This design comes from an exercise in tuning for small area, a short achievable clock period and few clock cycles on the open sky130 flow, not from production work.
Where RTL was checked, it was by simulation tests only, not by an equivalence proof against the original.
Power is estimated from default activity; no workload was simulated.

## old
==> flow/design.v <==
`timescale 1ns / 1ps
module powlib_xbar_top(clk,rst,wrdatas,wraddrs,wrvlds,wrrdys,rddatas,rdaddrs,rdvlds,rdrdys);
  localparam                       B_WRS = 4;
  localparam                       B_RDS = 3;
  localparam                       B_AW  = 2;
  localparam                       B_DW  = 8;
  input     wire                   clk;
  input     wire                   rst;
  input     wire [B_WRS*B_DW-1:0]  wrdatas;
  input     wire [B_WRS*B_AW-1:0]  wraddrs;
  input     wire [B_WRS-1:0]       wrvlds;
  output    wire [B_WRS-1:0]       wrrdys;
  output    wire [B_RDS*B_DW-1:0]  rddatas;
  output    wire [B_RDS*B_AW-1:0]  rdaddrs;
  output    wire [B_RDS-1:0]       rdvlds;
  input     wire [B_RDS-1:0]       rdrdys;
  wire [B_WRS-1:0] req [0:B_RDS-1];
  wire [B_WRS-1:0] gnt [0:B_RDS-1];
  wire [B_RDS-1:0] acc;
  wire [B_RDS-1:0] ld;
  reg  [B_RDS-1:0] vld_q;
  reg  [B_RDS*B_DW-1:0] dat_q;
  reg              a0_q;                  
  reg  [2*B_RDS-1:0]   ptr_q;     
  genvar i, j;
  for (i=0; i<B_WRS; i=i+1) begin : g_req
    wire [1:0] a = wraddrs[i*B_AW+:B_AW];
    assign req[0][i] = wrvlds[i] &  a[1] &  a[0];
    assign req[1][i] = wrvlds[i] &  a[1] & ~a[0];
    assign req[2][i] = wrvlds[i] & ~a[1];
    assign wrrdys[i] = (gnt[0][i] & acc[0]) | (gnt[1][i] & acc[1]) | (gnt[2][i] & acc[2]);
  end
  for (j=0; j<B_RDS; j=j+1) begin : g_rd
    wire [2*B_WRS-1:0] rr = {req[j],req[j]} >> ptr_q[2*j+:2];
    wire [B_WRS-1:0]   rg = rr[0] ? 4'b0001 : rr[1] ? 4'b0010 : rr[2] ? 4'b0100 : rr[3] ? 4'b1000 : 4'b0000;
    wire [2*B_WRS-1:0] gg = {rg,rg} << ptr_q[2*j+:2];
    assign gnt[j] = gg[2*B_WRS-1:B_WRS];
    assign acc[j] = ~vld_q[j] | rdrdys[j];
    assign ld[j]  = acc[j] & (|req[j]);
    wire [B_DW-1:0] d = ({B_DW{gnt[j][0]}} & wrdatas[0*B_DW+:B_DW]) |
                        ({B_DW{gnt[j][1]}} & wrdatas[1*B_DW+:B_DW]) |
                        ({B_DW{gnt[j][2]}} & wrdatas[2*B_DW+:B_DW]) |
                        ({B_DW{gnt[j][3]}} & wrdatas[3*B_DW+:B_DW]);
    always @(posedge clk) begin
      if (rst)
        vld_q[j] <= 1'b0;
      else if (acc[j])
        vld_q[j] <= |req[j];
      if (ld[j]) begin
        dat_q[j*B_DW+:B_DW] <= d;
      end
      if (rst)
        ptr_q[2*j+:2] <= 2'd0;
      else if (ld[j])
        ptr_q[2*j+:2] <= gnt[j][0] ? 2'd1 : gnt[j][1] ? 2'd2 : gnt[j][2] ? 2'd3 : 2'd0;
    end
    assign rddatas[j*B_DW+:B_DW] = dat_q[j*B_DW+:B_DW];
    assign rdvlds[j]             = vld_q[j];
  end
  always @(posedge clk) begin
    if (ld[2])
      a0_q <= (gnt[2][0] & wraddrs[0]) | (gnt[2][1] & wraddrs[2]) |
              (gnt[2][2] & wraddrs[4]) | (gnt[2][3] & wraddrs[6]);
  end
  assign rdaddrs = {1'b0, a0_q, 2'b10, 2'b11};
endmodule
make LEC_CHECK=0 CAP_MARGIN=20 CORE_MARGIN=2 CORE_UTILIZATION=40 SETUP_SLACK_MARGIN=1.5 SLEW_MARGIN=20 finish   # period 3.6 ns
run.sh (not shown) runs the stock make flow with config.mk's settings and CLKGATE_MAP_FILE= SYNTH_SCRIPT=/design/flow/synth_recipe.tcl, a recipe that flattens the netlist after the stock synthesis.
Testbench counts of old, summed over its fixed seeds: cycles 4,900.
## Diff of input files: new against old
diff --git a/flow/design.v b/flow/design.v
--- a/flow/design.v
+++ b/flow/design.v
@@ -20,9 +20,9 @@
   wire [B_RDS-1:0] ld;
   reg  [B_RDS-1:0] vld_q;
   reg  [B_RDS*B_DW-1:0] dat_q;
   reg              a0_q;                  
-  reg  [2*B_RDS-1:0]   ptr_q;     
+  reg  [1:0]       ptr_q;                 
   genvar i, j;
   for (i=0; i<B_WRS; i=i+1) begin : g_req
     wire [1:0] a = wraddrs[i*B_AW+:B_AW];
     assign req[0][i] = wrvlds[i] &  a[1] &  a[0];
@@ -30,11 +30,11 @@
     assign req[2][i] = wrvlds[i] & ~a[1];
     assign wrrdys[i] = (gnt[0][i] & acc[0]) | (gnt[1][i] & acc[1]) | (gnt[2][i] & acc[2]);
   end
   for (j=0; j<B_RDS; j=j+1) begin : g_rd
-    wire [2*B_WRS-1:0] rr = {req[j],req[j]} >> ptr_q[2*j+:2];
+    wire [2*B_WRS-1:0] rr = {req[j],req[j]} >> ptr_q;
     wire [B_WRS-1:0]   rg = rr[0] ? 4'b0001 : rr[1] ? 4'b0010 : rr[2] ? 4'b0100 : rr[3] ? 4'b1000 : 4'b0000;
-    wire [2*B_WRS-1:0] gg = {rg,rg} << ptr_q[2*j+:2];
+    wire [2*B_WRS-1:0] gg = {rg,rg} << ptr_q;
     assign gnt[j] = gg[2*B_WRS-1:B_WRS];
     assign acc[j] = ~vld_q[j] | rdrdys[j];
     assign ld[j]  = acc[j] & (|req[j]);
     wire [B_DW-1:0] d = ({B_DW{gnt[j][0]}} & wrdatas[0*B_DW+:B_DW]) |
@@ -48,17 +48,17 @@
         vld_q[j] <= |req[j];
       if (ld[j]) begin
         dat_q[j*B_DW+:B_DW] <= d;
       end
-      if (rst)
-        ptr_q[2*j+:2] <= 2'd0;
-      else if (ld[j])
-        ptr_q[2*j+:2] <= gnt[j][0] ? 2'd1 : gnt[j][1] ? 2'd2 : gnt[j][2] ? 2'd3 : 2'd0;
     end
     assign rddatas[j*B_DW+:B_DW] = dat_q[j*B_DW+:B_DW];
     assign rdvlds[j]             = vld_q[j];
   end
   always @(posedge clk) begin
+    if (rst)
+      ptr_q <= 2'd0;
+    else
+      ptr_q <= ptr_q + 2'd1;
     if (ld[2])
       a0_q <= (gnt[2][0] & wraddrs[0]) | (gnt[2][1] & wraddrs[2]) |
               (gnt[2][2] & wraddrs[4]) | (gnt[2][3] & wraddrs[6]);
   end
Findings:
Comparing total leakage power for new and old, the smaller number came from new.
In the reports for new and old, the larger hold path depth belongs to old.
Comparing new and old, the lower wire length of the first global-routing pass is on new.
Taking old as the reference, in new cell area after synthesis dropped 130 um^2, total power dropped 7.3%, post-route worst hold slack ~0 delta, peak clock frequency supported by timing dropped 2.3%, final worst-path cycle share picked up an extra 1.8 points.
The met3 track utilization from global routing reported for new is greater than that of old by 0.31 points.
Vias: new fewer than old
On count of cell instances traversed by the critical path: new sits above old.
Register-to-register setup slack in new is 430 ps above old.
Per the comparison of new with old, total die area -5.5%; count of state elements after synthesis -about 12%.
The RTL of new was laid out without a check of its function.

Another version of the RTL of powlib_xbar_top (not shown whole).
For scale: roughly 34 flip-flops.
==> module powlib_xbar_top, before the edit <==
module powlib_xbar_top(clk,rst,wrdatas,wraddrs,wrvlds,wrrdys,rddatas,rdaddrs,rdvlds,rdrdys);
  localparam                       B_WRS = 4;
  localparam                       B_RDS = 3;
  localparam                       B_AW  = 2;
  localparam                       B_DW  = 8;
  localparam                       B_NP  = B_WRS*(B_WRS-1)/2;
  input     wire                   clk;
  input     wire                   rst;
  input     wire [B_WRS*B_DW-1:0]  wrdatas;
  input     wire [B_WRS*B_AW-1:0]  wraddrs;
  input     wire [B_WRS-1:0]       wrvlds;
  output    wire [B_WRS-1:0]       wrrdys;
  output    wire [B_RDS*B_DW-1:0]  rddatas;
  output    wire [B_RDS*B_AW-1:0]  rdaddrs;
  output    wire [B_RDS-1:0]       rdvlds;
  input     wire [B_RDS-1:0]       rdrdys;
  reg  [B_RDS-1:0]      vld_q;            
  reg  [B_RDS*B_DW-1:0] dat_q;            
  reg                   a0_q;             
  reg  [B_NP-1:0]       pri_q;            
  wire [B_RDS-1:0]      req [0:B_WRS-1];  
  wire [B_RDS-1:0]      tk  [0:B_WRS-1];  
  wire [B_WRS-1:0]      tkr [0:B_RDS-1];  
  wire [B_RDS-1:0]      acc;              
  wire [B_RDS-1:0]      hold;             
  wire [B_WRS*B_WRS-1:0] pri;
  genvar i, j, k;
  for (k=0; k<B_WRS; k=k+1) begin : g_pk
    for (i=0; i<B_WRS; i=i+1) begin : g_pi
      if (k==i) begin : g_eq
        assign pri[k*B_WRS+i] = 1'b0;
      end else if (k<i) begin : g_lt
        assign pri[k*B_WRS+i] = pri_q[(k*(2*B_WRS-1-k))/2+i-k-1];
      end else begin : g_gt
        assign pri[k*B_WRS+i] = ~pri_q[(i*(2*B_WRS-1-i))/2+k-i-1];
      end
    end
  end
  always @(posedge clk) begin : p_pri
    integer pk, pi;
    for (pk=0; pk<B_WRS; pk=pk+1)
      for (pi=pk+1; pi<B_WRS; pi=pi+1)
        if (rst)
          pri_q[(pk*(2*B_WRS-1-pk))/2+pi-pk-1] <= 1'b1;
        else
          pri_q[(pk*(2*B_WRS-1-pk))/2+pi-pk-1] <= pri[((pk+B_WRS-1)%B_WRS)*B_WRS+((pi+B_WRS-1)%B_WRS)];
  end
  for (j=0; j<B_RDS; j=j+1) begin : g_acc
    assign acc[j]  = ~vld_q[j] | rdrdys[j];
    assign hold[j] = ~acc[j];
  end
  wire [B_RDS-1:0]      t   [0:B_WRS-1];
  wire [B_RDS-1:0]      ofr [0:B_WRS-1];
  for (k=0; k<B_WRS; k=k+1) begin : g_ofr
    for (j=0; j<B_RDS; j=j+1) begin : g_rd
      powlib_xbar_bterm #(.J(j)) bterm_inst (
        .vld(wrvlds[k]),.addr(wraddrs[k*B_AW+:B_AW]),.ofr(ofr[k][j]));
    end
  end
  for (i=0; i<B_WRS; i=i+1) begin : g_wr
    for (j=0; j<B_RDS; j=j+1) begin : g_rd
      wire             x;
      wire [B_WRS-2:0] m;
      powlib_xbar_xterm #(.J(j)) xterm_inst (
        .addr(wraddrs[i*B_AW+:B_AW]),.acc(acc[j]),.x(x));
      for (k=0; k<B_WRS-1; k=k+1) begin : g_o
        assign m[k] = ~(ofr[(i+1+k)%B_WRS][j] & pri[((i+1+k)%B_WRS)*B_WRS+i]);
      end
      powlib_xbar_rterm rterm_inst (.x(x),.m(m),.t(t[i][j]));
      assign req[i][j] = wrvlds[i] & x;
      assign tk[i][j]  = wrvlds[i] & ~t[i][j];
      assign tkr[j][i] = tk[i][j];
    end
    assign wrrdys[i] = ~&t[i];
  end
  for (j=0; j<B_RDS; j=j+1) begin : g_rd
    wire [B_DW-1:0] d;
    powlib_xbar_dmux #(.W(B_DW)) dmux_inst (
      .sel({hold[j], tkr[j]}),
      .din({dat_q[j*B_DW+:B_DW], wrdatas}),
      .dout(d));
    always @(posedge clk) begin
      if (rst)
        vld_q[j] <= 1'b0;
      else
        vld_q[j] <= hold[j] | req[0][j] | req[1][j] | req[2][j] | req[3][j];
      dat_q[j*B_DW+:B_DW] <= d;
    end
    assign rddatas[j*B_DW+:B_DW] = dat_q[j*B_DW+:B_DW];
    assign rdvlds[j]             = vld_q[j];
  end
  always @(posedge clk) begin
    a0_q <= (tk[0][2] & wraddrs[0]) | (tk[1][2] & wraddrs[2]) |
            (tk[2][2] & wraddrs[4]) | (tk[3][2] & wraddrs[6]) | (hold[2] & a0_q);
  end
  assign rdaddrs = {1'b0, a0_q, 2'b10, 2'b11};
endmodule
==> module powlib_xbar_xterm, before the edit <==
module powlib_xbar_xterm(addr,acc,x);
  parameter         J = 0;
  input  wire [1:0] addr;
  input  wire       acc;
  output wire       x;
  wire              dec = (J==0) ? ( addr[1] &  addr[0]) :
                          (J==1) ? ( addr[1] & ~addr[0]) :
                                   (~addr[1]);
  assign x = dec & acc;
endmodule
==> module powlib_xbar_bterm, before the edit <==
module powlib_xbar_bterm(vld,addr,ofr);
  parameter         J = 0;
  input  wire       vld;
  input  wire [1:0] addr;
  output wire       ofr;
  wire              dec = (J==0) ? ( addr[1] &  addr[0]) :
                          (J==1) ? ( addr[1] & ~addr[0]) :
                                   (~addr[1]);
  assign ofr = vld & dec;
endmodule
==> flow/config.mk <==
export PLATFORM = sky130hd
export DESIGN_NAME = powlib_xbar_top
export DESIGN_NICKNAME = powlib_xbar_top
export VERILOG_FILES = /design/flow/design.v
export SDC_FILE = /design/flow/constraint.sdc
export NUM_CORES = 4
export LEC_CHECK = 0
export CAP_MARGIN = 20
export CORE_MARGIN = 2
export CORE_UTILIZATION = 40
export CTS_BUF_LIST = sky130_fd_sc_hd__clkbuf_4
export CTS_CLUSTER_DIAMETER = 100
export CTS_CLUSTER_SIZE = 40
export SETUP_SLACK_MARGIN = 1.3
export SLEW_MARGIN = 20
export SYNTH_HIERARCHICAL = 1
export SYNTH_MINIMUM_KEEP_SIZE = 0
==> flow/constraint.sdc <==
create_clock -name core_clock -period 3.6 [get_ports {clk}]
set_input_delay 0.7200 -clock core_clock [delete_from_list [all_inputs] [get_ports {clk}]]
set_output_delay 0.7200 -clock core_clock [all_outputs]
set_load 0.01 [all_outputs]
standard.sh (not shown) runs the stock make flow with config.mk's settings and CLKGATE_MAP_FILE= SYNTH_SCRIPT=/design/flow/synth_recipe.tcl, a recipe that flattens the netlist after the stock synthesis.
==> flow/flow/run.sh <==
#!/bin/bash
# Standard layout, except that the port buffers are the smallest plain
# buffer (the resizer upsizes the ones on critical paths) instead of the
# delay buffer buffer_ports picks by default.
set -euo pipefail
export BUFFER_PORTS_ARGS="-buffer_cell sky130_fd_sc_hd__buf_1"
bash standard.sh > standard.log 2>&1
The first run went through all stages and came out clean.
Rerun with:
--- a/flow/design.v
+++ b/flow/design.v
@@ -21,9 +21,8 @@
   reg  [B_NP-1:0]       pri_q;            
   wire [B_RDS-1:0]      req [0:B_WRS-1];  
   wire [B_RDS-1:0]      tk  [0:B_WRS-1];  
   wire [B_WRS-1:0]      tkr [0:B_RDS-1];  
-  wire [B_RDS-1:0]      acc;              
   wire [B_RDS-1:0]      hold;             
   wire [B_WRS*B_WRS-1:0] pri;
   genvar i, j, k;
   for (k=0; k<B_WRS; k=k+1) begin : g_pk
@@ -45,28 +44,22 @@
           pri_q[(pk*(2*B_WRS-1-pk))/2+pi-pk-1] <= 1'b1;
         else
           pri_q[(pk*(2*B_WRS-1-pk))/2+pi-pk-1] <= pri[((pk+B_WRS-1)%B_WRS)*B_WRS+((pi+B_WRS-1)%B_WRS)];
   end
-  for (j=0; j<B_RDS; j=j+1) begin : g_acc
-    assign acc[j]  = ~vld_q[j] | rdrdys[j];
-    assign hold[j] = ~acc[j];
+  for (j=0; j<B_RDS; j=j+1) begin : g_hold
+    assign hold[j] = vld_q[j] & ~rdrdys[j];
   end
   wire [B_RDS-1:0]      t   [0:B_WRS-1];
-  wire [B_RDS-1:0]      ofr [0:B_WRS-1];
-  for (k=0; k<B_WRS; k=k+1) begin : g_ofr
-    for (j=0; j<B_RDS; j=j+1) begin : g_rd
-      powlib_xbar_bterm #(.J(j)) bterm_inst (
-        .vld(wrvlds[k]),.addr(wraddrs[k*B_AW+:B_AW]),.ofr(ofr[k][j]));
-    end
-  end
   for (i=0; i<B_WRS; i=i+1) begin : g_wr
     for (j=0; j<B_RDS; j=j+1) begin : g_rd
       wire             x;
       wire [B_WRS-2:0] m;
       powlib_xbar_xterm #(.J(j)) xterm_inst (
-        .addr(wraddrs[i*B_AW+:B_AW]),.acc(acc[j]),.x(x));
+        .addr(wraddrs[i*B_AW+:B_AW]),.vld(vld_q[j]),.rdy(rdrdys[j]),.x(x));
       for (k=0; k<B_WRS-1; k=k+1) begin : g_o
-        assign m[k] = ~(ofr[(i+1+k)%B_WRS][j] & pri[((i+1+k)%B_WRS)*B_WRS+i]);
+        powlib_xbar_bterm #(.J(j)) bterm_inst (
+          .vld(wrvlds[(i+1+k)%B_WRS]),.addr(wraddrs[((i+1+k)%B_WRS)*B_AW+:B_AW]),
+          .pri(pri[((i+1+k)%B_WRS)*B_WRS+i]),.m(m[k]));
       end
       powlib_xbar_rterm rterm_inst (.x(x),.m(m),.t(t[i][j]));
       assign req[i][j] = wrvlds[i] & x;
       assign tk[i][j]  = wrvlds[i] & ~t[i][j];
@@ -95,27 +88,29 @@
             (tk[2][2] & wraddrs[4]) | (tk[3][2] & wraddrs[6]) | (hold[2] & a0_q);
   end
   assign rdaddrs = {1'b0, a0_q, 2'b10, 2'b11};
 endmodule
-module powlib_xbar_xterm(addr,acc,x);
+module powlib_xbar_xterm(addr,vld,rdy,x);
   parameter         J = 0;
   input  wire [1:0] addr;
-  input  wire       acc;
+  input  wire       vld;    
+  input  wire       rdy;    
   output wire       x;
   wire              dec = (J==0) ? ( addr[1] &  addr[0]) :
                           (J==1) ? ( addr[1] & ~addr[0]) :
                                    (~addr[1]);
-  assign x = dec & acc;
+  assign x = dec & (~vld | rdy);
 endmodule
-module powlib_xbar_bterm(vld,addr,ofr);
+module powlib_xbar_bterm(vld,addr,pri,m);
   parameter         J = 0;
   input  wire       vld;
   input  wire [1:0] addr;
-  output wire       ofr;
+  input  wire       pri;
+  output wire       m;
   wire              dec = (J==0) ? ( addr[1] &  addr[0]) :
                           (J==1) ? ( addr[1] & ~addr[0]) :
                                    (~addr[1]);
-  assign ofr = vld & dec;
+  assign m = ~(vld & dec & pri);
 endmodule
 module powlib_xbar_rterm(x,m,t);
   input  wire       x;
   input  wire [2:0] m;
=> The new run finished clean. Clock skew hardly moves. Fmax rises by 0.45%. Cell count rises by 0.78%. Via count rises by 4.8%. Die area rises by 4.2%. Synthesized cell count rises by 2.9%. Routed wire length rises by 7.3%. Clock power rises by 28%. Non-clock buffer count falls by 3. Worst hold slack got worse by 0.028 ns. Final area rises by 0.88%. Total power rises by 7.3%. Worst setup slack improved by 0.010 ns. First-iteration DRC count rises by 27%.
Function was not checked in any run of this note: the RTL went through the layout flow alone.

-- port drivers added, routing unchanged --
The flow's constraints put no driver on any port. The routed layouts listed below were extracted and timed again, unchanged, in two steps. Step 1, drivers: a clkbuf_16 drives clk and a buf_2 each remaining input, both assumed. Step 2 moves the port delays by t, midway between the first and last clock arrival at a register: inputs arrive t later, outputs are due t later. That takes back most of the time a late clock gives input paths. a / b / c = ideal ports / drivers / drivers and shift; a / b = the first two.
run | shift t [ns] | setup slack, ns | cell pins on the clock port's net
old | 0.318 | 0.925 / 0.886 / 0.764 | 1
new | 0.308 | 0.861 / 0.814 / 0.814 | 1
the first run of note 2 | 0.374 | 1.339 / 1.304 / 1.281 | 1
the second run of note 2 | 0.369 | 1.349 / 1.327 / 1.255 | 1
After both steps setup and hold are still met in every run listed. The setup slack of old, which loses most, moves by -0.039 ns with the drivers and by -0.161 ns with both steps.
